What follows belongs to an exercise in optimizing a design on an open flow for small area; a production flow would make more cautious choices.
Where RTL was checked, it was by simulation tests only, not by an equivalence proof against the original.
Function not checked in runs 2 and 3: the RTL went through the layout flow alone.
No activity file was given, so power comes from the tool's default toggle rates.

[flow/run.sh]
#!/bin/bash
# synth_recipe.tcl (not shown) runs the flow's synth.tcl, then flattens the netlist and writes it again
# the make line also repeats each setting of config.mk as NAME=value (left out here)
make -C /OpenROAD-flow-scripts/flow DESIGN_CONFIG=/design/flow/config.mk WORK_HOME=/design/flow/orfs CLKGATE_MAP_FILE= SYNTH_SCRIPT=/design/flow/synth_recipe.tcl finish
[flow/config.mk]
export PLATFORM = sky130hd
export DESIGN_NAME = FIFO_sync
export DESIGN_NICKNAME = FIFO_sync
export VERILOG_FILES = /design/flow/design.v
export SDC_FILE = /design/flow/constraint.sdc
export NUM_CORES = 4
export LEC_CHECK = 0
export CAP_MARGIN = 20
export CORE_MARGIN = 2
export CORE_UTILIZATION = 40
export SLEW_MARGIN = 20
[flow/constraint.sdc]
create_clock -name core_clock -period 5.0 [get_ports {clk}]
set_input_delay 1.0000 -clock core_clock [delete_from_list [all_inputs] [get_ports {clk}]]
set_output_delay 1.0000 -clock core_clock [all_outputs]
set_load 0.01 [all_outputs]
[flow/design.v]
`timescale 1ns/1ps
module FIFO_sync(clk,reset,wr_en,rd_en,din,dout,full,empty);
  input clk,reset;
  input wr_en,rd_en;
  input [7:0]din;
  output [7:0]dout;
  output full,empty;
  reg [7:0]mem[0:15]; 
  wire clk,reset;
  wire wr_en,rd_en;
  wire [7:0]din;
  reg [7:0]dout;
  wire full,empty;
  reg [4:0]addr;
  integer i;
  assign full = (addr ==5'b10000) ? 1'b1 : 1'b0;
  assign empty = (addr ==5'b00000) ? 1'b1 : 1'b0;
  always@(posedge clk)
    begin
      if(reset)
        begin
        	addr = 4'b0000;
      		for(i=0;i<=15;i=i+1) 
        		mem[i] = 8'b0;
        end
      else if(wr_en | rd_en) 
        begin
          if(wr_en && (!full))
            begin
            	mem[addr]=din;
            	addr = addr + 1;
            end
          else
            if(rd_en && (!empty))
              begin
                dout =mem[0];
                mem[0] = mem[1];
                mem[1] = mem[2];
                mem[2] = mem[3];
                mem[3] = mem[4];
                mem[4] = mem[5];
                mem[5] = mem[6];
                mem[6] = mem[7];
                mem[7] = mem[8];
                mem[8] = mem[9];
                mem[9] = mem[10];
                mem[10] = mem[11];
                mem[11] = mem[12];
                mem[12] = mem[13];
                mem[13] = mem[14];
                mem[14] = mem[15];
                mem[15] = 8'b0;
                   addr = addr - 1;         
              end
        end
    end
endmodule
==> results of run 1 <==
-- critical path, delay by kind of cell, from the launching register on --
kind / cells / cell delay (ns)
buffers and inverters: 1 / 0.55
flip-flops: 1 / 0.55
AND/OR/NAND/NOR: 2 / 0.99
-- layer usage --
metal,vias up,track usage [%]
li1,2709,-
met1,2782,27.4
met2,156,32.8
met3,20,3.38
met4,0,6.75
met5,-,0
-- power groups by stage --
stage | clock network (mW) | logic [mW] | registers (mW)
finish | 1.36 | 1.53 | 1.80
global route | 1.43 | 1.69 | 1.84
CTS | 1.37 | 1.53 | 1.79
detailed placement | 0 | 1.51 | 1.81
global placement | 0 | 1.46 | 1.80
floorplan | 0 | 1.27 | 1.67
-- sequential cells by signal, indices dropped and copies added (netlist names) --
signal and count:
dout 8, mem 128, addr 5
-- Yosys cell counts (6+ instances only) --
cell / instances / area (sq um)
sky130_fd_sc_hd__dfxtp_1: 133 / 2660
sky130_fd_sc_hd__a21oi_1: 126 / 631
sky130_fd_sc_hd__nor2_1: 73 / 274
sky130_fd_sc_hd__a211oi_1: 44 / 330
sky130_fd_sc_hd__clkbuf_1: 44 / 165
sky130_fd_sc_hd__a221oi_1: 40 / 350
sky130_fd_sc_hd__inv_1: 26 / 97.6
sky130_fd_sc_hd__a221oi_2: 24 / 360
sky130_fd_sc_hd__nor3_1: 24 / 120
sky130_fd_sc_hd__nand2b_1: 19 / 119
sky130_fd_sc_hd__buf_2: 18 / 90.1
sky130_fd_sc_hd__o31ai_1: 18 / 135
sky130_fd_sc_hd__o311ai_0: 16 / 140
sky130_fd_sc_hd__o221a_2: 10 / 113
sky130_fd_sc_hd__a2111oi_0: 8 / 70.1
sky130_fd_sc_hd__a41o_1: 8 / 80.1
sky130_fd_sc_hd__edfxtp_1: 8 / 240
sky130_fd_sc_hd__buf_1: 7 / 26.3
sky130_fd_sc_hd__nand2_1: 6 / 22.5
-- final cells by class --
type,instances,area [sq um],area share (%)
Clock buffer,23,489,6.47
Tap cell,216,270,3.57
Clock inverter,9,158,2.08
Timing Repair Buffer,37,340,4.50
Sequential cell,141,2900,38.4
Multi-Input combinational cell,468,3300,43.6
Inverter,28,106,1.41
-- cells in the final DEF (no fill, tap or decap), types with 3 or more instances in the layout --
master                            instances
sky130_fd_sc_hd__nand2_1                  6
sky130_fd_sc_hd__o21ai_0                  3
sky130_fd_sc_hd__edfxtp_1                 8
sky130_fd_sc_hd__a221oi_1                40
sky130_fd_sc_hd__nor2_1                  73
sky130_fd_sc_hd__a211oi_1                36
sky130_fd_sc_hd__nand2b_1                19
sky130_fd_sc_hd__o221a_2                 10
sky130_fd_sc_hd__o21ai_4                  5
sky130_fd_sc_hd__buf_4                   16
sky130_fd_sc_hd__clkdlybuf4s50_1         20
sky130_fd_sc_hd__ha_1                     3
sky130_fd_sc_hd__clkbuf_16               18
sky130_fd_sc_hd__and2_1                   4
sky130_fd_sc_hd__o31ai_1                 18
sky130_fd_sc_hd__inv_1                   25
sky130_fd_sc_hd__a221oi_2                24
sky130_fd_sc_hd__a211oi_2                 8
sky130_fd_sc_hd__clkbuf_1                 3
sky130_fd_sc_hd__a21boi_1                 3
sky130_fd_sc_hd__bufinv_16                4
sky130_fd_sc_hd__nor3_1                  24
sky130_fd_sc_hd__o311ai_0                16
sky130_fd_sc_hd__a21o_1                   5
sky130_fd_sc_hd__a21oi_1                126
sky130_fd_sc_hd__a2111oi_0                8
sky130_fd_sc_hd__a41o_1                   8
sky130_fd_sc_hd__dfxtp_1                133
-- cells by family after synthesis --
kind of cell               Yosys count  share of synthesized area [%]
and+or+nand+nor                    140                           10.2
adders and majority gates            4                          0.873
xor gates and xnor gates             2                          0.266
AOI/OAI and AO/OA                  322                           38.1
buffers and inverters              102                           6.51
DFF                                141                           44.0
-- path summary, 6_finish.rpt --
kind	slack, ns	cells past startpoint	end	from
worst max-delay path	1.48	3	full	addr[0]$_SDFFE_PP0P_
worst min-delay path	0.44	0	dout[1]$_DFFE_PP_	mem[0][1]$_SDFFE_PP0P_
worst min register to register	0.44	0	dout[1]$_DFFE_PP_	mem[0][1]$_SDFFE_PP0P_
worst max register to register	1.69	9	addr[4]$_SDFFE_PP0P_	addr[0]$_SDFFE_PP0P_
-- metrics by stage --
step	hold slack [ns]	power [mW]	instance area [sq um]
global placement	0.431	3.26	6920
CTS	0.436	4.69	7560
global route	0.454	4.97	7560
finish	0.436	4.68	7560
floorplan	0.409	2.94	6590
detailed placement	0.422	3.33	6920
==> impl_results.rst, run 1 <==
.. list-table::
   :header-rows: 1

   * - Metric
     - Value
   * - Post-DR wirelength/cell
     - 18.8 microns
   * - Layout Utilization
     - 47.3%
   * - Routed via count
     - 5667
   * - Number of remaining DRC errors
     - 0
   * - Count of pins on the block boundary
     - 22
   * - Core region area
     - 16000 sq um
   * - Internal power
     - 3.01 mW
   * - # clock sinks
     - 141
   * - Vias in the first global route
     - 5490
   * - Fraction of the yosys area taken by sequential cells
     - 44.0%
   * - Average instance area after synthesis
     - 9.27 sq um
   * - Via density per instance
     - 6.15
   * - Number of H-tree levels
     - 4
   * - Post-layout instance count excluding filler cells
     - 922
   * - Run status
     - no timing/DRC/antenna violations
   * - Share of total power consumed by net switching
     - 35.7%
   * - Area growth, synth to finish
     - 14.8%
   * - Number of buffers on the longest clock path
     - 2
   * - Wirelength, routed
     - 17400 microns
   * - Critical Path End Type
     - output port
   * - Final hold violation count
     - 0
   * - CTS root buf
     - sky130_fd_sc_hd__clkbuf_16
   * - Biggest fanout along the worst timing path
     - 20
   * - Psw
     - 1.67 mW
   * - DRT Pass-1 Iters
     - 5
   * - Path category of the worst min-delay check
     - flip-flop to flip-flop
   * - CP required
     - 4.00 ns
   * - Cts bufs inserted
     - 17
   * - Highest routed metal layer
     - met4
   * - Clock skew
     - 0.00663 ns
   * - Actual slew at the worst max-slew pin
     - 1.08 ns
   * - Final worst slack
     - 1.48 ns
   * - Arrival time of the worst setup path
     - 2.52 ns
   * - Final count of pins violating max slew
     - 0
   * - Gate power share
     - 32.6%
   * - Post-synthesis instance total
     - 711
   * - Wire length of the first global-routing pass
     - 28700 microns
   * - Number of maximum-capacitance constraint violations
     - 0
   * - Postcts setup bufs
     - 0
   * - Fillcell total
     - 1549
   * - Normalized max-slew margin
     - 28.1%
   * - Leakage power
     - 2.64 nW
   * - Post-Synthesis Net Count
     - 727
   * - Largest vdd supply drop
     - 0.325 mV
   * - Die boundary width
     - 132 microns
   * - Final setup violation count
     - 0
   * - Cells after DPL
     - 890
   * - ANT cells
     - 0
   * - Fraction of power consumed by the clock network
     - 29.0%
   * - Delay of the slowest cell on the worst path
     - 0.82 ns
   * - Count of different cell masters after synthesis
     - 49
   * - CTS clk-pin slew, worst paths
     - 0.06 ns
   * - Routed Antenna Nets
     - 0
   * - Shortest period the worst path allows
     - 3.52 ns
   * - FFs w/ async S/R, synth
     - 0%
   * - Count of port buffers added during placement
     - 21
   * - Length of routed met3 wiring
     - 619 microns
   * - Maximum achievable frequency
     - 0.284 GHz
   * - Clock Latency Late Sink
     - 0.42 ns
   * - Length of routed wiring on met1
     - 8100 microns
   * - Post-cts repair resize count
     - 0
   * - Flop pwr share
     - 38.4%
   * - Post-synthesis cell area
     - 6590 sq um
   * - Die footprint
     - 17500 sq um
   * - Critical Path Slowest Stage Cell
     - sky130_fd_sc_hd__or4_1
   * - Maximum number of pins on one net before global-route repair
     - 90
   * - DRC marker count from the first detailed-route iteration
     - 409
   * - Global route total overflow
     - 0
   * - RSZ-0062 raised after global routing
     - false
   * - RD Place Congestion
     - 0.811
   * - Overall Global Routing Usage
     - 20.2%
   * - Post-Place Worst Slack
     - 1.24 ns
   * - Ratio of cells with drive above 1 in the final layout
     - 14.7%
   * - Number of cell rows
     - 46
   * - Startpoint kind of the worst setup timing path
     - flip-flop
   * - DR WL met2
     - 8370 microns
   * - Half-perimeter wire length of the detailed placement result
     - 11100 microns
   * - Effective utilization at floorplan
     - 41.2%
   * - Net total in the final layout
     - 709
   * - Number of synthesized flops with an enable pin
     - 8
   * - Period utilisation layout
     - 70.4%
   * - Setup tns final
     - 0 ns
   * - Critical setup path kind
     - flip-flop to output port
   * - Total power divided by cell area
     - 619 nW/um^2
   * - Count of warnings emitted by yosys
     - 2
   * - Chip height
     - 132 microns
   * - Initial antenna violation count
     - 0
   * - Number of synthesized register bits
     - 141
   * - CTS hold repair buffers
     - 0
   * - TritonCTS clock tree
     - built
   * - Critical path cell sequence
     - or4_1, nor2_1, clkdlybuf4s50_1
   * - Commonest register cell after synthesis
     - sky130_fd_sc_hd__dfxtp_1
==> run 2: changes to the inputs <==
==> flow/design.v (replaced) <==
`timescale 1ns/1ps
module FIFO_sync(clk,reset,wr_en,rd_en,din,dout,full,empty);
  input clk,reset;
  input wr_en,rd_en;
  input [7:0]din;
  output [7:0]dout;
  output full,empty;
  reg [7:0] dout;
  reg [4:0] count;
  reg [7:0] mem [0:15];    
  integer i;
  assign full  = count[4];
  assign empty = (count == 5'd0);
  wire wr = wr_en & ~full;
  wire rd = ~wr & rd_en & ~empty;
  wire [15:0] sel;
  fifo_dec dec (.rd(rd), .idx(count[3:0]), .sel(sel));
  wire [7:0] rdata;
  genvar b;
  generate
    for (b = 0; b < 8; b = b + 1) begin : g_bit
      fifo_rmux m (.sel(sel), .hold(~rd),
                   .d({mem[15][b], mem[14][b], mem[13][b], mem[12][b],
                       mem[11][b], mem[10][b], mem[9][b],  mem[8][b],
                       mem[7][b],  mem[6][b],  mem[5][b],  mem[4][b],
                       mem[3][b],  mem[2][b],  mem[1][b],  mem[0][b]}),
                   .q(dout[b]), .y(rdata[b]));
    end
  endgenerate
  always @(posedge clk)
    dout <= rdata;
  always @(posedge clk)
    if (wr) begin
      mem[1] <= din;
      for (i = 2; i <= 15; i = i + 1)
        mem[i] <= mem[i-1];
      mem[0] <= mem[15];
    end
  always @(posedge clk)
    if (reset)
      count <= 5'd0;
    else if (wr)
      count <= count + 5'd1;
    else if (rd)
      count <= count - 5'd1;
endmodule
module fifo_dec(rd, idx, sel);
  input rd;
  input [3:0] idx;
  output [15:0] sel;
  genvar k;
  generate
    for (k = 0; k < 16; k = k + 1) begin : g_sel
      assign sel[k] = rd & (idx == k);
    end
  endgenerate
endmodule
module fifo_rmux(sel, hold, d, q, y);
  input [15:0] sel;
  input hold;
  input [15:0] d;
  input q;
  output y;
  assign y = (|(sel & d)) | (hold & q);
endmodule
--- a/flow/config.mk
+++ b/flow/config.mk
@@ -8,4 +8,7 @@
 export CAP_MARGIN = 20
 export CORE_MARGIN = 2
 export CORE_UTILIZATION = 40
+export CTS_BUF_LIST = sky130_fd_sc_hd__clkbuf_4
 export SLEW_MARGIN = 20
+export SYNTH_HIERARCHICAL = 1
+export SYNTH_MINIMUM_KEEP_SIZE = 0
==> impl_results.rst, run 2 <==
.. list-table::
   :header-rows: 1

   * - Metric
     - Value
   * - Complex-gate fraction of the synthesized area
     - 12.8%
   * - Wire length of the first global-routing pass
     - 16500 microns
   * - Cells after DPL
     - 490
   * - Area growth, synth to finish
     - 14.1%
   * - Clock skew
     - 0.0167 ns
   * - Post-synthesis instance total
     - 288
   * - Largest vdd supply drop
     - 0.314 mV
   * - Total power divided by cell area
     - 510 nW/um^2
   * - Shortest period the worst path allows
     - 3.49 ns
   * - Clock Latency Late Sink
     - 0.52 ns
   * - Synth Area in Adders
     - 1.11%
   * - Post-cts repair resize count
     - 0
   * - Maximum achievable frequency
     - 0.287 GHz
   * - Number of cell rows
     - 41
   * - RSZ-0062 raised after global routing
     - false
   * - Dominant combinational cell family by area after synthesis
     - compound AO/OA/AOI/OAI gates
   * - Run status
     - no timing/DRC/antenna violations
   * - Post-layout instance count excluding filler cells
     - 523
   * - Via density per instance
     - 5.54
   * - Post-synthesis cell area
     - 5180 sq um
   * - Commonest cells after routing, fill and taps aside
     - sky130_fd_sc_hd__edfxtp_1, sky130_fd_sc_hd__a22oi_1, sky130_fd_sc_hd__clkbuf_4
   * - Arrival time of the worst setup path
     - 3.94 ns
   * - Maximum number of pins on one net before global-route repair
     - 90
   * - Top-area cell type share of the netlist area
     - 74.2%
   * - Net total in the final layout
     - 353
   * - Count of pins on the block boundary
     - 22
   * - Cts bufs inserted
     - 17
   * - DRT Pass-1 Iters
     - 5
   * - CTS root buf
     - sky130_fd_sc_hd__clkbuf_4
   * - Most frequent cells after synthesis
     - sky130_fd_sc_hd__edfxtp_1, sky130_fd_sc_hd__a22oi_1, sky130_fd_sc_hd__nand2_1, sky130_fd_sc_hd__nor2_1, sky130_fd_sc_hd__dfxtp_1
   * - Leakage power
     - 1.96 nW
   * - Die footprint
     - 13900 sq um
   * - Routed Antenna Nets
     - 0
   * - Most frequent cell after synthesis
     - sky130_fd_sc_hd__edfxtp_1
   * - # clock sinks
     - 141
   * - Count of warnings emitted by yosys
     - 8
   * - Normalized max-slew margin
     - 31.1%
   * - Mux cell area share after synthesis
     - 0%
   * - Critical setup path kind
     - input pin to flip-flop
   * - Library cell with the largest summed area after synthesis
     - sky130_fd_sc_hd__edfxtp_1
   * - Post-DR wirelength/cell
     - 20.4 microns
   * - Path category of the worst min-delay check
     - flip-flop to flip-flop
   * - Die boundary width
     - 118 microns
   * - Fraction of the yosys area taken by sequential cells
     - 79.3%
   * - Actual slew at the worst max-slew pin
     - 1.03 ns
   * - CTS clk-pin slew, worst paths
     - 0.11 ns
   * - Fillcell total
     - 1116
   * - Final count of pins violating max slew
     - 0
   * - Number of buffers on the longest clock path
     - 2
   * - Core region area
     - 12600 sq um
   * - Half-perimeter wire length of the detailed placement result
     - 6440 microns
   * - Final hold violation count
     - 0
   * - Commonest register cell after synthesis
     - sky130_fd_sc_hd__edfxtp_1
   * - Vias in the first global route
     - 2869
   * - Count of port buffers added during placement
     - 21
   * - CP required
     - 5.46 ns
   * - Number of synthesized register bits
     - 141
   * - Simple-gate share of the synthesized area
     - 6.28%
   * - Biggest fanout along the worst timing path
     - 9
   * - Number of remaining DRC errors
     - 0
   * - Synth top area cells
     - sky130_fd_sc_hd__edfxtp_1, sky130_fd_sc_hd__dfxtp_1, sky130_fd_sc_hd__a22oi_1, sky130_fd_sc_hd__a221oi_2, sky130_fd_sc_hd__a222oi_1
   * - Xor/xnor cell area share of the yosys netlist
     - 0.338%
   * - Period utilisation layout
     - 69.7%
   * - Critical Path End Type
     - flip-flop
   * - Overall Global Routing Usage
     - 16.3%
   * - Post-Synthesis Net Count
     - 304
   * - FFs w/ async S/R, synth
     - 0%
   * - Postcts setup bufs
     - 0
   * - Count of different cell masters after synthesis
     - 31
   * - TritonCTS clock tree
     - built
   * - Largest register FFs
     - 128
   * - Final setup violation count
     - 0
   * - CTS hold repair buffers
     - 0
   * - Global route total overflow
     - 0
   * - Effective utilization at floorplan
     - 41.0%
   * - Chip height
     - 118 microns
   * - Number of H-tree levels
     - 4
   * - Routed via count
     - 2899
   * - Startpoint kind of the worst setup timing path
     - input pin
   * - Ratio of cells with drive above 1 in the final layout
     - 15.1%
   * - Average instance area after synthesis
     - 18.0 sq um
   * - Initial antenna violation count
     - 1
   * - DRC marker count from the first detailed-route iteration
     - 357
   * - Wirelength, routed
     - 10700 microns
   * - Commonest non-fill, non-tap cell in the layout
     - sky130_fd_sc_hd__edfxtp_1
   * - Setup tns final
     - 0 ns
   * - Number of synthesized flops with an enable pin
     - 128
   * - RD Place Congestion
     - 0.813
   * - Number of maximum-capacitance constraint violations
     - 0
run 2: cell count changes after synthesis, sizes merged, moves of 17 or more:
cell,previous run,this run
dfxtp,133,13
nor2,73,14
a221oi,64,16
o31ai,18,1
a22oi,0,32
a211oi,44,0
a21oi,126,4
buf,29,0
clkbuf,45,0
edfxtp,8,128
nor3,25,7
inv,28,3
run 2: layout make-up:
type                       count  area [sq um]  area share, %
sequential                   141          4100           69.4
multi-input combinational    144          1070           18.1
timing repair buffer          30           290           4.91
tap                          172           215           3.64
clock buffer                  22           165           2.79
clock inverter                10          51.3          0.868
inverter                       3          13.8          0.233
antenna                        1          2.50         0.0423
run 2: critical path, stage by stage:
cell                              delay, ns
sky130_fd_sc_hd__clkdlybuf4s50_1       0.43
sky130_fd_sc_hd__nand2b_1              0.28
sky130_fd_sc_hd__nand2_1               0.38
sky130_fd_sc_hd__inv_1                 0.22
sky130_fd_sc_hd__or3b_4                0.43
sky130_fd_sc_hd__nor2_1                0.66
sky130_fd_sc_hd__a22o_1                0.28
sky130_fd_sc_hd__a221oi_2              0.04
sky130_fd_sc_hd__and3_1                0.15
sky130_fd_sc_hd__nand3_1               0.08
run 2: path summary, 6_finish.rpt:
path | start | slack, ns | endpoint | cells past startpoint
setup / recovery | wr_en | 1.51 | dout[0]$_DFF_P_ | 10
hold / removal | mem[12][0]$_DFFE_PP_ | 0.44 | mem[13][0]$_DFFE_PP_ | 0
setup reg to reg | count[0]$_SDFFE_PP0P_ | 1.81 | dout[0]$_DFF_P_ | 10
hold reg to reg | mem[12][0]$_DFFE_PP_ | 0.44 | mem[13][0]$_DFFE_PP_ | 0
run 2: per-module statistics from Yosys (local to each module, per instance):
module,flip-flops and latches,cells
FIFO_sync,141,177
fifo_dec,0,23
fifo_rmux,0,11
run 2: report_power, final:
| part | internal [mW] | switching (mW) | total [mW] |
|---|---|---|---|
| logic | 0.255 | 0.309 | 0.564 |
| registers | 1.67 | 0.194 | 1.86 |
| clock network | 0.215 | 0.373 | 0.588 |
run 2: logic make-up (layout without fill, tap and decap cells):
family          Yosys count  count (layout)
buf+inv                   3              65
fa+ha+maj                 4               4
compound gates           76              76
other cells               0               1
xor+xnor                  2               2
simple gates             62              62
flops                   141             141
run 2: metal layers:
layer / up-vias / wire, microns / GRT usage, %
met2: 118 / 4870 / 23.8
met4: 0 / 280 / 6.70
li1: 1318 / - / -
met1: 1438 / 4680 / 22.7
met3: 25 / 858 / 5.09
met5: - / 0 / 0
run 2: stage by stage:
step | area, sq um | utilization, % | setup slack, ns | hold WS (ns) | total power, mW
detailed placement | 5690 | 45.1 | 0.965 | 0.434 | 2.45
CTS | 5910 | 46.8 | 1.53 | 0.447 | 3.04
floorplan | 5180 | - | 0.713 | 0.426 | 2.20
global route | 5910 | 46.8 | 1.37 | 0.452 | 3.19
finish | 5910 | 46.8 | 1.51 | 0.445 | 3.01
global placement | 5690 | 45.1 | 1.07 | 0.429 | 2.44
==> run 3: changes to the inputs <==
--- a/flow/config.mk
+++ b/flow/config.mk
@@ -8,7 +8,7 @@
 export CAP_MARGIN = 20
 export CORE_MARGIN = 2
 export CORE_UTILIZATION = 40
-export CTS_BUF_LIST = sky130_fd_sc_hd__clkbuf_4
+export CTS_BUF_LIST = sky130_fd_sc_hd__clkbuf_2 sky130_fd_sc_hd__clkbuf_4 sky130_fd_sc_hd__clkbuf_8
 export SLEW_MARGIN = 20
 export SYNTH_HIERARCHICAL = 1
 export SYNTH_MINIMUM_KEEP_SIZE = 0
==> impl_results.rst, run 3 <==
.. list-table::
   :header-rows: 1

   * - Metric
     - Value
   * - Critical path depth in cells
     - 10
   * - Total power divided by cell area
     - 529 nW/um^2
   * - Final non-filler cell area
     - 6010 sq um
   * - Top cell family by delay on the critical path
     - simple AND/OR/NAND/NOR gates
   * - Maximum number of pins on one net before global-route repair
     - 90
   * - RD Place Congestion
     - 0.813
   * - Post-synthesis cell area
     - 5180 sq um
   * - Routed via count
     - 2905
   * - Wirelength, routed
     - 10700 microns
   * - Vias in the first global route
     - 2901
   * - Number of buffers on the longest clock path
     - 2
   * - DRC marker count from the first detailed-route iteration
     - 328
   * - Global route total overflow
     - 0
   * - Overall Global Routing Usage
     - 16.3%
   * - Count of different cell masters after synthesis
     - 31
   * - Post-synthesis instance total
     - 288
   * - Final setup violation count
     - 0
   * - Critical setup path kind
     - input pin to flip-flop
   * - Count of warnings emitted by yosys
     - 8
   * - Effective utilization at floorplan
     - 41.0%
   * - DRT Pass-1 Iters
     - 5
   * - Path category of the worst min-delay check
     - flip-flop to flip-flop
   * - Count of port buffers added during placement
     - 21
   * - Initial antenna violation count
     - 0
   * - Number of remaining DRC errors
     - 0
   * - Dominant combinational cell family by area after synthesis
     - compound AO/OA/AOI/OAI gates
   * - Number of synthesized register bits
     - 141
   * - Setup tns final
     - 0 ns
   * - Shortest period the worst path allows
     - 3.57 ns
   * - Crit path buf inv count
     - 2
   * - Number of cell rows
     - 41
   * - Post-Place Worst Slack
     - 0.965 ns
   * - Clock Latency Late Sink
     - 0.43 ns
   * - Arrival time of the worst setup path
     - 3.94 ns
   * - Chip height
     - 118 microns
   * - Largest register FFs
     - 128
   * - Run status
     - no timing/DRC/antenna violations
   * - Synth Area in Adders
     - 1.11%
   * - Library cell with the largest summed area after synthesis
     - sky130_fd_sc_hd__edfxtp_1
   * - Ratio of cells with drive above 1 in the final layout
     - 15.1%
   * - Final hold violation count
     - 0
   * - Core region area
     - 12600 sq um
   * - WHS Path Cells
     - 0
   * - Commonest cells after routing, fill and taps aside
     - sky130_fd_sc_hd__edfxtp_1, sky130_fd_sc_hd__a22oi_1, sky130_fd_sc_hd__clkdlybuf4s50_1
   * - Area growth, synth to finish
     - 16.1%
   * - Normalized max-slew margin
     - 32.9%
   * - Top-area cell type share of the netlist area
     - 74.2%
   * - Register-to-Register Path Depth
     - 10
   * - Final worst slack
     - 1.43 ns
   * - Net total in the final layout
     - 353
   * - Leakage power
     - 2.00 nW
   * - Xor/xnor cell area share of the yosys netlist
     - 0.338%
   * - Die footprint
     - 13900 sq um
   * - Postcts setup bufs
     - 0
   * - CTS root buf
     - sky130_fd_sc_hd__clkbuf_8
   * - Overall power
     - 3.18 mW
   * - Post-Synthesis Net Count
     - 304
   * - Number of H-tree levels
     - 4
   * - Startpoint kind of the worst setup timing path
     - input pin
   * - Fillcell total
     - 1109
   * - Layout Utilization
     - 47.7%
   * - Via density per instance
     - 5.57
   * - Clock skew
     - 0.00958 ns
   * - CTS clk-pin slew, worst paths
     - 0.07 ns
   * - Average instance area after synthesis
     - 18.0 sq um
   * - Biggest fanout along the worst timing path
     - 9
   * - ANT cells
     - 0
   * - Maximum achievable frequency
     - 0.280 GHz
   * - Final count of pins violating max slew
     - 0
   * - Number of synthesized flops with an enable pin
     - 128
   * - Wire length of the first global-routing pass
     - 16500 microns
   * - Complex-gate fraction of the synthesized area
     - 12.8%
   * - Cts bufs inserted
     - 17
   * - Delay of the slowest cell on the worst path
     - 0.68 ns
   * - CP required
     - 5.37 ns
   * - Actual slew at the worst max-slew pin
     - 1.00 ns
   * - Commonest non-fill, non-tap cell in the layout
     - sky130_fd_sc_hd__edfxtp_1
   * - Die boundary width
     - 118 microns
   * - Post-cts repair resize count
     - 0
   * - Critical Path End Type
     - flip-flop
   * - RSZ-0062 raised after global routing
     - false
   * - Number of maximum-capacitance constraint violations
     - 0
   * - Area after DPL
     - 5690 sq um
   * - Routed Antenna Nets
     - 0
   * - Count of pins on the block boundary
     - 22
   * - Commonest register cell after synthesis
     - sky130_fd_sc_hd__edfxtp_1
   * - Period utilisation layout
     - 71.5%
   * - Critical Path Slowest Stage Cell
     - sky130_fd_sc_hd__nor2_1
   * - Mux cell area share after synthesis
     - 0%
   * - CTS hold repair buffers
     - 0
   * - Post-DR wirelength/cell
     - 20.5 microns
   * - Simple-gate share of the synthesized area
     - 6.28%
   * - Half-perimeter wire length of the detailed placement result
     - 6440 microns
   * - Most frequent cell after synthesis
     - sky130_fd_sc_hd__edfxtp_1
   * - Synth top area cells
     - sky130_fd_sc_hd__edfxtp_1, sky130_fd_sc_hd__dfxtp_1, sky130_fd_sc_hd__a22oi_1, sky130_fd_sc_hd__a221oi_2, sky130_fd_sc_hd__a222oi_1
   * - TritonCTS clock tree
     - built
   * - # clock sinks
     - 141
   * - Largest vdd supply drop
     - 0.253 mV
   * - Critical path cell sequence
     - clkdlybuf4s50_1, nand2b_1, nand2_1, inv_1, or3b_4, nor2_1, a22o_1, a221oi_2, and3_1, nand3_1
   * - Most frequent cells after synthesis
     - sky130_fd_sc_hd__edfxtp_1, sky130_fd_sc_hd__a22oi_1, sky130_fd_sc_hd__nand2_1, sky130_fd_sc_hd__nor2_1, sky130_fd_sc_hd__dfxtp_1
   * - Fraction of the yosys area taken by sequential cells
     - 79.3%
   * - FFs w/ async S/R, synth
     - 0%
## run 3: cell types whose count changed in the layout (fill, tap and decap cells not counted), sizes merged
cell | before | now
diode | 1 | 0
## run 3: cell families after synthesis
group | count (synthesis)
DFF | 141
buffers and inverters | 3
and+or+nand+nor | 62
adders and majority gates | 4
AOI/OAI and AO/OA | 76
xor gates and xnor gates | 2
## run 3: cell type report
type	instances	area, sq um	area share [%]
repair buffers	30	290	4.83
inverters	3	13.8	0.229
flip-flops and latches	141	4100	68.2
clock buffers	22	272	4.52
clock inverters	10	51.3	0.853
multi-input cells	144	1070	17.7
well taps	172	215	3.58
## run 3: worst register-to-register path, stage by stage, from the launching register on
cell and delay (ns):
sky130_fd_sc_hd__dfxtp_1 0.60, sky130_fd_sc_hd__or3_4 0.22, sky130_fd_sc_hd__o31a_4 0.16, sky130_fd_sc_hd__nand2_1 0.28, sky130_fd_sc_hd__inv_1 0.22, sky130_fd_sc_hd__or3b_4 0.43
sky130_fd_sc_hd__nor2_1 0.68, sky130_fd_sc_hd__a22o_1 0.29, sky130_fd_sc_hd__a221oi_2 0.04, sky130_fd_sc_hd__and3_1 0.15, sky130_fd_sc_hd__nand3_1 0.07
## run 3: per-stage QoR
step           std cells  hold slack (ns)
2_1_floorplan        288            0.426
3_3_place_gp         490            0.429
3_5_place_dp         490            0.434
4_1_cts              522            0.444
5_1_grt              522            0.447
6_report             522            0.444
## run 3: worst paths after layout
path / endpoint / from / slack (ns)
setup reg to reg: dout[5]$_DFF_P_ / count[0]$_SDFFE_PP0P_ / 1.81
hold / removal: mem[13][0]$_DFFE_PP_ / mem[12][0]$_DFFE_PP_ / 0.44
setup / recovery: dout[5]$_DFF_P_ / wr_en / 1.43
hold reg to reg: mem[13][0]$_DFFE_PP_ / mem[12][0]$_DFFE_PP_ / 0.44
## run 3: power by group
part           switching [mW]  internal, mW  total [mW]
clock network           0.393         0.359       0.752
logic                   0.308         0.255       0.563
registers               0.193          1.67        1.86
total                   0.895          2.29        3.18
## run 3: modules after synthesis, one instance, submodules excluded
module | cell area [sq um] | flip-flops and latches | cells | copies in the design
fifo_dec | 118 | 0 | 23 | 1
FIFO_sync | 4360 | 141 | 177 | 1
fifo_rmux | 87.6 | 0 | 11 | 8
## run 3: metal layers
layer | GRT usage (%) | share of wire (%)
met1 | 22.4 | 44
met2 | 23.8 | 46
met3 | 4.55 | 7.0
met4 | 8.28 | 2.3
met5 | 0 | 0
==> run 4: changes to the inputs <==
--- a/flow/design.v
+++ b/flow/design.v
@@ -61,5 +61,22 @@
   input [15:0] d;
   input q;
   output y;
-  assign y = (|(sel & d)) | (hold & q);
+  wire [5:0] n;
+  fifo_aoi222 g0 (.a0(sel[0]),  .b0(d[0]),  .a1(sel[1]),  .b1(d[1]),  .a2(sel[2]),  .b2(d[2]),  .y(n[0]));
+  fifo_aoi222 g1 (.a0(sel[3]),  .b0(d[3]),  .a1(sel[4]),  .b1(d[4]),  .a2(sel[5]),  .b2(d[5]),  .y(n[1]));
+  fifo_aoi222 g2 (.a0(sel[6]),  .b0(d[6]),  .a1(sel[7]),  .b1(d[7]),  .a2(sel[8]),  .b2(d[8]),  .y(n[2]));
+  fifo_aoi222 g3 (.a0(sel[9]),  .b0(d[9]),  .a1(sel[10]), .b1(d[10]), .a2(sel[11]), .b2(d[11]), .y(n[3]));
+  fifo_aoi222 g4 (.a0(sel[12]), .b0(d[12]), .a1(sel[13]), .b1(d[13]), .a2(sel[14]), .b2(d[14]), .y(n[4]));
+  fifo_aoi22  g5 (.a0(sel[15]), .b0(d[15]), .a1(hold),    .b1(q),     .y(n[5]));
+  assign y = ~&n;
 endmodule
+module fifo_aoi222(a0, b0, a1, b1, a2, b2, y);
+  input a0, b0, a1, b1, a2, b2;
+  output y;
+  assign y = ~((a0 & b0) | (a1 & b1) | (a2 & b2));
+endmodule
+module fifo_aoi22(a0, b0, a1, b1, y);
+  input a0, b0, a1, b1;
+  output y;
+  assign y = ~((a0 & b0) | (a1 & b1));
+endmodule
==> flow/flow/run.sh (new file) <==
#!/bin/bash
# Standard layout, with small port buffers and a clock tree without dummy loads.
set -euo pipefail
bash standard.sh \
  BUFFER_PORTS_ARGS="-buffer_cell sky130_fd_sc_hd__buf_1" \
  CTS_ARGS="-sink_clustering_enable -repair_clock_nets -dont_use_dummy_load -buf_list {sky130_fd_sc_hd__clkbuf_2 sky130_fd_sc_hd__clkbuf_4 sky130_fd_sc_hd__clkbuf_8} -sink_clustering_size 30" \
  finish > make.log 2>&1
==> flow/standard.sh (new file) <==
#!/bin/bash
# synth_recipe.tcl (not shown) runs the flow's synth.tcl, then flattens the netlist and writes it again
# the make line also repeats each setting of config.mk as NAME=value (left out here)
make -C /OpenROAD-flow-scripts/flow DESIGN_CONFIG=/design/flow/config.mk WORK_HOME=/design/flow/orfs CLKGATE_MAP_FILE= SYNTH_SCRIPT=/design/flow/synth_recipe.tcl "${@:-finish}"
--- a/flow/config.mk
+++ b/flow/config.mk
@@ -8,7 +8,6 @@
 export CAP_MARGIN = 20
 export CORE_MARGIN = 2
 export CORE_UTILIZATION = 40
-export CTS_BUF_LIST = sky130_fd_sc_hd__clkbuf_2 sky130_fd_sc_hd__clkbuf_4 sky130_fd_sc_hd__clkbuf_8
 export SLEW_MARGIN = 20
 export SYNTH_HIERARCHICAL = 1
 export SYNTH_MINIMUM_KEEP_SIZE = 0
removed: flow/run.sh
==> impl_results.rst, run 4 <==
.. list-table::
   :header-rows: 1

   * - Metric
     - Value
   * - Effective utilization at floorplan
     - 40.6%
   * - Postcts setup bufs
     - 0
   * - Library cell with the largest summed area after synthesis
     - sky130_fd_sc_hd__edfxtp_1
   * - TritonCTS clock tree
     - built
   * - Commonest cells after routing, fill and taps aside
     - sky130_fd_sc_hd__edfxtp_1, sky130_fd_sc_hd__a222oi_1, sky130_fd_sc_hd__buf_1
   * - Initial antenna violation count
     - 0
   * - Number of buffers on the longest clock path
     - 2
   * - Most frequent cell on the critical path
     - sky130_fd_sc_hd__nand3_1
   * - Critical Path End Type
     - flip-flop
   * - Maximum number of pins on one net before global-route repair
     - 71
   * - Count of different cell masters after synthesis
     - 28
   * - CP required
     - 5.36 ns
   * - Final count of pins violating max slew
     - 0
   * - Leakage power
     - 1.79 nW
   * - Area growth, synth to finish
     - 11.3%
   * - Count of port buffers added during placement
     - 21
   * - DRC marker count from the first detailed-route iteration
     - 396
   * - Hold slack
     - 0.439 ns
   * - Flop pwr share
     - 62.1%
   * - Normalized max-slew margin
     - 31.4%
   * - Vias in the first global route
     - 2684
   * - DRT Pass-1 Iters
     - 6
   * - Post-layout instance count excluding filler cells
     - 478
   * - Actual slew at the worst max-slew pin
     - 1.03 ns
   * - Biggest fanout along the worst timing path
     - 9
   * - Final setup violation count
     - 0
   * - Internal power
     - 2.16 mW
   * - Total power divided by cell area
     - 534 nW/um^2
   * - Die boundary width
     - 117 microns
   * - FFs w/ async S/R, synth
     - 0%
   * - Count of pins on the block boundary
     - 22
   * - CTS clk-pin slew, worst paths
     - 0.08 ns
   * - Delay of the slowest cell on the worst path
     - 0.81 ns
   * - Routed via count
     - 2826
   * - Maximum achievable frequency
     - 0.317 GHz
   * - Synth top area cells
     - sky130_fd_sc_hd__edfxtp_1, sky130_fd_sc_hd__a222oi_1, sky130_fd_sc_hd__dfxtp_1, sky130_fd_sc_hd__a22oi_2, sky130_fd_sc_hd__and4_1
   * - Die footprint
     - 13600 sq um
   * - Final hold violation count
     - 0
   * - Psw
     - 858 uW
   * - Path category of the worst min-delay check
     - flip-flop to flip-flop
   * - CTS root buf
     - sky130_fd_sc_hd__clkbuf_8
   * - Cells after DPL
     - 461
   * - Clock skew
     - 0.0230 ns
   * - Post-synthesis cell area
     - 5090 sq um
   * - # clock sinks
     - 141
   * - Post-cts repair resize count
     - 0
   * - Top-area cell type share of the netlist area
     - 75.6%
   * - Startpoint kind of the worst setup timing path
     - input pin
   * - Run status
     - no timing/DRC/antenna violations
   * - Half-perimeter wire length of the detailed placement result
     - 6320 microns
   * - Critical path cell sequence
     - buf_1, nand2b_1, nand2_1, inv_1, nand3_1, nor2_1, a22oi_2, and4_1, nand3_1
   * - Commonest non-fill, non-tap cell in the layout
     - sky130_fd_sc_hd__edfxtp_1
   * - ANT cells
     - 0
   * - Ratio of cells with drive above 1 in the final layout
     - 11.4%
   * - Post-synthesis instance total
     - 264
   * - RD Place Congestion
     - 0.768
   * - Number of cell rows
     - 41
   * - Critical setup path kind
     - input pin to flip-flop
   * - Number of maximum-capacitance constraint violations
     - 0
   * - Crit path buf inv count
     - 2
   * - Wire length of the first global-routing pass
     - 15600 microns
   * - Routed Antenna Nets
     - 0
   * - Number of synthesized register bits
     - 141
   * - Post-Synthesis Net Count
     - 280
   * - Shortest period the worst path allows
     - 3.16 ns
   * - Setup tns final
     - 0 ns
   * - Period utilisation layout
     - 63.2%
   * - Chip height
     - 117 microns
   * - Gate power share
     - 16.4%
   * - Average instance area after synthesis
     - 19.3 sq um
   * - Post-DR wirelength/cell
     - 21.7 microns
   * - Clock Latency Late Sink
     - 0.42 ns
   * - Most frequent cells after synthesis
     - sky130_fd_sc_hd__edfxtp_1, sky130_fd_sc_hd__a222oi_1, sky130_fd_sc_hd__nor2_1, sky130_fd_sc_hd__dfxtp_1, sky130_fd_sc_hd__nand3_1
   * - Largest register FFs
     - 128
   * - Via density per instance
     - 5.91
   * - Count of warnings emitted by yosys
     - 8
   * - Top cell family by delay on the critical path
     - simple AND/OR/NAND/NOR gates
   * - RSZ-0062 raised after global routing
     - false
   * - Commonest register cell after synthesis
     - sky130_fd_sc_hd__edfxtp_1
   * - Most frequent cell after synthesis
     - sky130_fd_sc_hd__edfxtp_1
   * - Number of H-tree levels
     - 4
   * - Arrival time of the worst setup path
     - 3.52 ns
   * - Net total in the final layout
     - 324
   * - Global route total overflow
     - 0
   * - CTS hold repair buffers
     - 0
   * - Critical Path Slowest Stage Cell
     - sky130_fd_sc_hd__nor2_1
   * - Core region area
     - 12500 sq um
   * - Fraction of the yosys area taken by sequential cells
     - 80.7%
   * - Wirelength, routed
     - 10400 microns
   * - Fraction of power consumed by the clock network
     - 21.5%
   * - Number of synthesized flops with an enable pin
     - 128
   * - Share of total power consumed by net switching
     - 28.4%
   * - Largest vdd supply drop
     - 0.189 mV
   * - Overall Global Routing Usage
     - 16.1%
   * - Cts bufs inserted
     - 17
   * - Number of remaining DRC errors
     - 0
==> run 4: cell types whose count changed after synthesis, sizes merged <==
cell	delta
a222oi	+32
a22oi	-24
a221oi	-16
a22o	-8
and3	-8
and4	+8
nand2	-8
==> run 4: path summary, 6_finish.rpt <==
check        depth (start not counted)             startpoint              endpoint  slack [ns]
max reg2reg                          9  count[0]$_SDFFE_PP0P_       dout[3]$_DFF_P_        1.86
max                                  9                  wr_en       dout[5]$_DFF_P_        1.84
min                                  0   mem[14][5]$_DFFE_PP_  mem[15][5]$_DFFE_PP_        0.44
min reg2reg                          0   mem[14][5]$_DFFE_PP_  mem[15][5]$_DFFE_PP_        0.44
==> run 4: cell type report <==
type / instances / area [sq um]
Multi-Input combinational cell: 120 / 972
Tap cell: 172 / 215
Clock buffer: 17 / 234
Sequential cell: 141 / 4100
Timing Repair Buffer: 25 / 121
Fill cell: 1119 / 6860
Inverter: 3 / 13.8
==> run 4: logic make-up after synthesis <==
family / Yosys count / synth area share, %
buffers and inverters: 3 / 0.221
DFF: 141 / 80.7
AOI/OAI and AO/OA: 60 / 11.4
xor gates and xnor gates: 2 / 0.344
and+or+nand+nor: 54 / 6.20
adders and majority gates: 4 / 1.13
==> run 4: per-layer routing <==
metal	vias to the layer above	track usage (%)	wire length, microns
li1	1242	-	-
met1	1425	22.6	4420
met2	141	23.3	4890
met3	18	4.94	893
met4	0	7.29	185
met5	-	0	0
==> run 4: per-module statistics from Yosys, one instance, submodules excluded <==
| module | copies in the design | flip-flops and latches | area [sq um] | cells inside |
|---|---|---|---|---|
| fifo_aoi222 | 40 | 0 | 10.0 | 1 |
| fifo_rmux | 8 | 0 | 13.8 | 2 |
| FIFO_sync | 1 | 141 | 4360 | 177 |
| fifo_aoi22 | 8 | 0 | 12.5 | 1 |
| fifo_dec | 1 | 0 | 118 | 23 |
==> run 4: power by group through the flow <==
stage	Combinational [mW]	Sequential, mW	Clock, mW
6_report	0.497	1.88	0.649
5_1_grt	0.553	1.91	0.712
4_1_cts	0.499	1.88	0.668
3_5_place_dp	0.499	1.89	0
3_3_place_gp	0.484	1.88	0
2_1_floorplan	0.337	1.85	0
==> run 4: metrics by stage <==
step | power (mW) | instance area (sq um) | util [%] | setup WS (ns)
after CTS | 3.04 | 5660 | 45.2 | 1.88
after global routing | 3.17 | 5660 | 45.2 | 1.68
after floorplan | 2.19 | 5090 | - | 0.713
after detailed placement | 2.39 | 5430 | 43.4 | 1.48
after global placement | 2.37 | 5430 | 43.4 | 1.51
final | 3.02 | 5660 | 45.2 | 1.84
==> run 5: changes to the inputs <==
==> flow/flow/run.sh (replaced) <==
#!/bin/bash
# Standard layout, with small port buffers and a clock tree without dummy loads.
set -euo pipefail
bash standard.sh \
  BUFFER_PORTS_ARGS="-buffer_cell sky130_fd_sc_hd__buf_1" \
  CTS_ARGS="-sink_clustering_enable -repair_clock_nets -dont_use_dummy_load -buf_list sky130_fd_sc_hd__clkbuf_4" \
  finish > make.log 2>&1
==> impl_results.rst, run 5 <==
.. list-table::
   :header-rows: 1

   * - Metric
     - Value
   * - Internal power
     - 2.02 mW
   * - Number of synthesized register bits
     - 141
   * - Area growth, synth to finish
     - 9.22%
   * - Share of total power consumed by net switching
     - 29.2%
   * - FFs w/ async S/R, synth
     - 0%
   * - Post-synthesis cell area
     - 5090 sq um
   * - Run status
     - no timing/DRC/antenna violations
   * - Psw
     - 833 uW
   * - Mux cell area share after synthesis
     - 0%
   * - Commonest non-fill, non-tap cell in the layout
     - sky130_fd_sc_hd__edfxtp_1
   * - Die footprint
     - 13600 sq um
   * - Final setup violation count
     - 0
   * - CTS clk-pin slew, worst paths
     - 0.11 ns
   * - Vias in the first global route
     - 2655
   * - Most frequent cell after synthesis
     - sky130_fd_sc_hd__edfxtp_1
   * - Synth Area in Adders
     - 1.13%
   * - # clock sinks
     - 141
   * - Reg-to-reg setup timing slack
     - 1.87 ns
   * - Core region area
     - 12500 sq um
   * - Top-area cell type share of the netlist area
     - 75.6%
   * - Count of port buffers added during placement
     - 21
   * - Initial antenna violation count
     - 0
   * - CTS hold repair buffers
     - 0
   * - DRT Pass-1 Iters
     - 6
   * - Largest vdd supply drop
     - 0.232 mV
   * - Maximum number of pins on one net before global-route repair
     - 71
   * - Fraction of the yosys area taken by sequential cells
     - 80.7%
   * - Xor/xnor cell area share of the yosys netlist
     - 0.344%
   * - Leakage power
     - 1.75 nW
   * - Post-layout instance count excluding filler cells
     - 479
   * - Final count of pins violating max slew
     - 0
   * - Net total in the final layout
     - 324
   * - Complex-gate fraction of the synthesized area
     - 11.4%
   * - Wire length of the first global-routing pass
     - 15400 microns
   * - Commonest cells after routing, fill and taps aside
     - sky130_fd_sc_hd__edfxtp_1, sky130_fd_sc_hd__a222oi_1, sky130_fd_sc_hd__buf_1
   * - Fillcell total
     - 1145
   * - RD Place Congestion
     - 0.768
   * - Period utilisation layout
     - 62.7%
   * - RSZ-0062 raised after global routing
     - false
   * - CTS root buf
     - sky130_fd_sc_hd__clkbuf_4
   * - DRC marker count from the first detailed-route iteration
     - 411
   * - Ratio of cells with drive above 1 in the final layout
     - 11.4%
   * - Die boundary width
     - 117 microns
   * - Gate power share
     - 17.4%
   * - Normalized max-slew margin
     - 32.3%
   * - Synth top area cells
     - sky130_fd_sc_hd__edfxtp_1, sky130_fd_sc_hd__a222oi_1, sky130_fd_sc_hd__dfxtp_1, sky130_fd_sc_hd__a22oi_2, sky130_fd_sc_hd__and4_1
   * - Maximum achievable frequency
     - 0.319 GHz
   * - Cts bufs inserted
     - 17
   * - TritonCTS clock tree
     - built
   * - Arrival time of the worst setup path
     - 3.52 ns
   * - Overall Global Routing Usage
     - 15.9%
   * - Shortest period the worst path allows
     - 3.13 ns
   * - Final hold violation count
     - 0
   * - Startpoint kind of the worst setup timing path
     - flip-flop
   * - Post-synthesis instance total
     - 264
   * - Count of pins on the block boundary
     - 22
   * - Setup tns final
     - 0 ns
   * - Average instance area after synthesis
     - 19.3 sq um
   * - Wirelength, routed
     - 10400 microns
   * - Post-DR wirelength/cell
     - 21.6 microns
   * - Fraction of power consumed by the clock network
     - 16.9%
   * - Number of buffers on the longest clock path
     - 2
   * - Commonest register cell after synthesis
     - sky130_fd_sc_hd__edfxtp_1
   * - Critical Path End Type
     - flip-flop
   * - Routed via count
     - 2799
   * - Path category of the worst min-delay check
     - flip-flop to flip-flop
   * - Number of cell rows
     - 41
   * - Half-perimeter wire length of the detailed placement result
     - 6320 microns
   * - Most frequent cells after synthesis
     - sky130_fd_sc_hd__edfxtp_1, sky130_fd_sc_hd__a222oi_1, sky130_fd_sc_hd__nor2_1, sky130_fd_sc_hd__dfxtp_1, sky130_fd_sc_hd__nand3_1
   * - Count of warnings emitted by yosys
     - 8
   * - Postcts setup bufs
     - 0
   * - Clock skew
     - 0.0298 ns
   * - Dominant combinational cell family by area after synthesis
     - compound AO/OA/AOI/OAI gates
   * - Routed Antenna Nets
     - 0
   * - Actual slew at the worst max-slew pin
     - 1.01 ns
   * - Flop pwr share
     - 65.7%
   * - Via density per instance
     - 5.84
   * - Number of synthesized flops with an enable pin
     - 128
   * - Number of H-tree levels
     - 4
   * - Number of remaining DRC errors
     - 0
   * - Effective utilization at floorplan
     - 40.6%
   * - Clock Latency Late Sink
     - 0.51 ns
   * - Chip height
     - 117 microns
   * - Simple-gate share of the synthesized area
     - 6.20%
   * - Largest register FFs
     - 128
   * - Cells after DPL
     - 461
   * - Global route total overflow
     - 0
   * - Count of different cell masters after synthesis
     - 28
   * - Library cell with the largest summed area after synthesis
     - sky130_fd_sc_hd__edfxtp_1
   * - Biggest fanout along the worst timing path
     - 12
   * - CP required
     - 5.39 ns
   * - Total power divided by cell area
     - 513 nW/um^2
   * - Number of maximum-capacitance constraint violations
     - 0
   * - Critical setup path kind
     - flip-flop to flip-flop
   * - Post-cts repair resize count
     - 0
   * - Post-Synthesis Net Count
     - 280
[run 5: cell count changes in the layout (fill, tap and decap cells not counted), sizes merged]
cell   before  now
diode       0    1
[run 5: critical path, cell delays in order (launching register included)]
cell	delay, ns
sky130_fd_sc_hd__dfxtp_1	0.46
sky130_fd_sc_hd__or3_4	0.43
sky130_fd_sc_hd__o31a_4	0.32
sky130_fd_sc_hd__nand2_1	0.44
sky130_fd_sc_hd__inv_1	0.17
sky130_fd_sc_hd__nand3b_1	0.20
sky130_fd_sc_hd__nor3_1	0.12
sky130_fd_sc_hd__buf_4	0.22
sky130_fd_sc_hd__a222oi_1	0.31
sky130_fd_sc_hd__and4_1	0.27
sky130_fd_sc_hd__nand3_1	0.08
[run 5: worst paths after layout]
check                        start                    to  depth (start not counted)
max          count[0]$_SDFFE_PP0P_       dout[6]$_DFF_P_                         10
min           mem[14][5]$_DFFE_PP_  mem[15][5]$_DFFE_PP_                          0
max reg2reg  count[0]$_SDFFE_PP0P_       dout[6]$_DFF_P_                         10
min reg2reg   mem[14][5]$_DFFE_PP_  mem[15][5]$_DFFE_PP_                          0
[run 5: cell type report]
class | instances | area [sq um] | area share (%)
flip-flops and latches | 141 | 4100 | 73.9
multi-input cells | 120 | 972 | 17.5
well taps | 172 | 215 | 3.87
clock buffers | 17 | 128 | 2.30
repair buffers | 25 | 121 | 2.18
inverters | 3 | 13.8 | 0.248
diodes | 1 | 2.50 | 0.0450
[run 5: stage by stage]
step                      util [%]  cell area [sq um]  total power [mW]  setup slack [ns]  hold slack (ns)
after floorplan                  -               5090              2.19             0.713            0.425
after global placement        43.4               5430              2.37              1.51            0.428
after detailed placement      43.4               5430              2.39              1.48            0.433
after CTS                     44.4               5550              2.87              1.87            0.439
after global routing          44.4               5550              3.00              1.66            0.458
final                         44.4               5560              2.85              1.87            0.441
[run 5: layer usage]
layer / vias to the layer above / GRT usage, % / routed length, microns
met5: - / 0 / 0
met4: 0 / 6.51 / 129
met3: 12 / 5.10 / 883
met2: 126 / 23.0 / 4840
met1: 1415 / 22.5 / 4500
li1: 1246 / - / -
[run 5: power by group through the flow]
stage	clock (mW)	combinational, mW	sequential, mW
3_5_place_dp	0	0.499	1.89
4_1_cts	0.502	0.499	1.87
5_1_grt	0.544	0.553	1.90
2_1_floorplan	0	0.337	1.85
6_report	0.481	0.495	1.87
3_3_place_gp	0	0.484	1.88
[run 5: Yosys stat by module, one instance, submodules excluded]
module	copies in the design	area (sq um)	cells
FIFO_sync	1	4360	177
fifo_aoi22	8	12.5	1
fifo_aoi222	40	10.0	1
fifo_dec	1	118	23
fifo_rmux	8	13.8	2
[run 5: logic make-up (layout without fill, tap and decap cells)]
group | after synthesis | in the layout
other | 0 | 1
xor gates and xnor gates | 2 | 2
and+or+nand+nor | 54 | 54
AOI/OAI and AO/OA | 60 | 60
adders and majority gates | 4 | 4
buffers and inverters | 3 | 45
DFF | 141 | 141

-- afterwards: timing with drivers on the ports --
Ports are ideal in the flow. The routed layouts listed here were re-timed in OpenROAD.
Step 1 sets driving cells, clkbuf_16 on the clock port and buf_2 on the other inputs (assumed; they add their load-dependent delay and slew).
Step 2 moves the port delays by t, midway between the first and last clock arrival at a register: inputs arrive t later, outputs are due t later. That takes back most of the time a late clock gives input paths.
a / b / c = ideal ports / drivers / drivers and shift; a / b = the first two.
| run | shift t [ns] | setup slack, ns | hold slack, ns | worst setup path at the end |
|---|---|---|---|---|
| run 1 | 0.460 | 1.482 / 1.440 / 1.195 | 0.436 / 0.436 / 0.436 | input to register |
| run 2 | 0.546 | 1.514 / 1.524 / 0.978 | 0.445 / 0.445 / 0.445 | input to register |
| run 3 | 0.463 | 1.426 / 1.437 / 0.975 | 0.444 / 0.444 / 0.444 | input to register |
| run 4 | 0.450 | 1.842 / 1.851 / 1.402 | 0.439 / 0.439 / 0.439 | input to register |
| run 5 | 0.537 | 1.865 / 1.865 / 1.445 | 0.441 / 0.441 / 0.441 | input to register |
After both steps setup and hold are still met in every run listed. For run 2, which loses most, drivers alone change the setup slack by +0.010 ns; drivers and shift together by -0.536 ns.
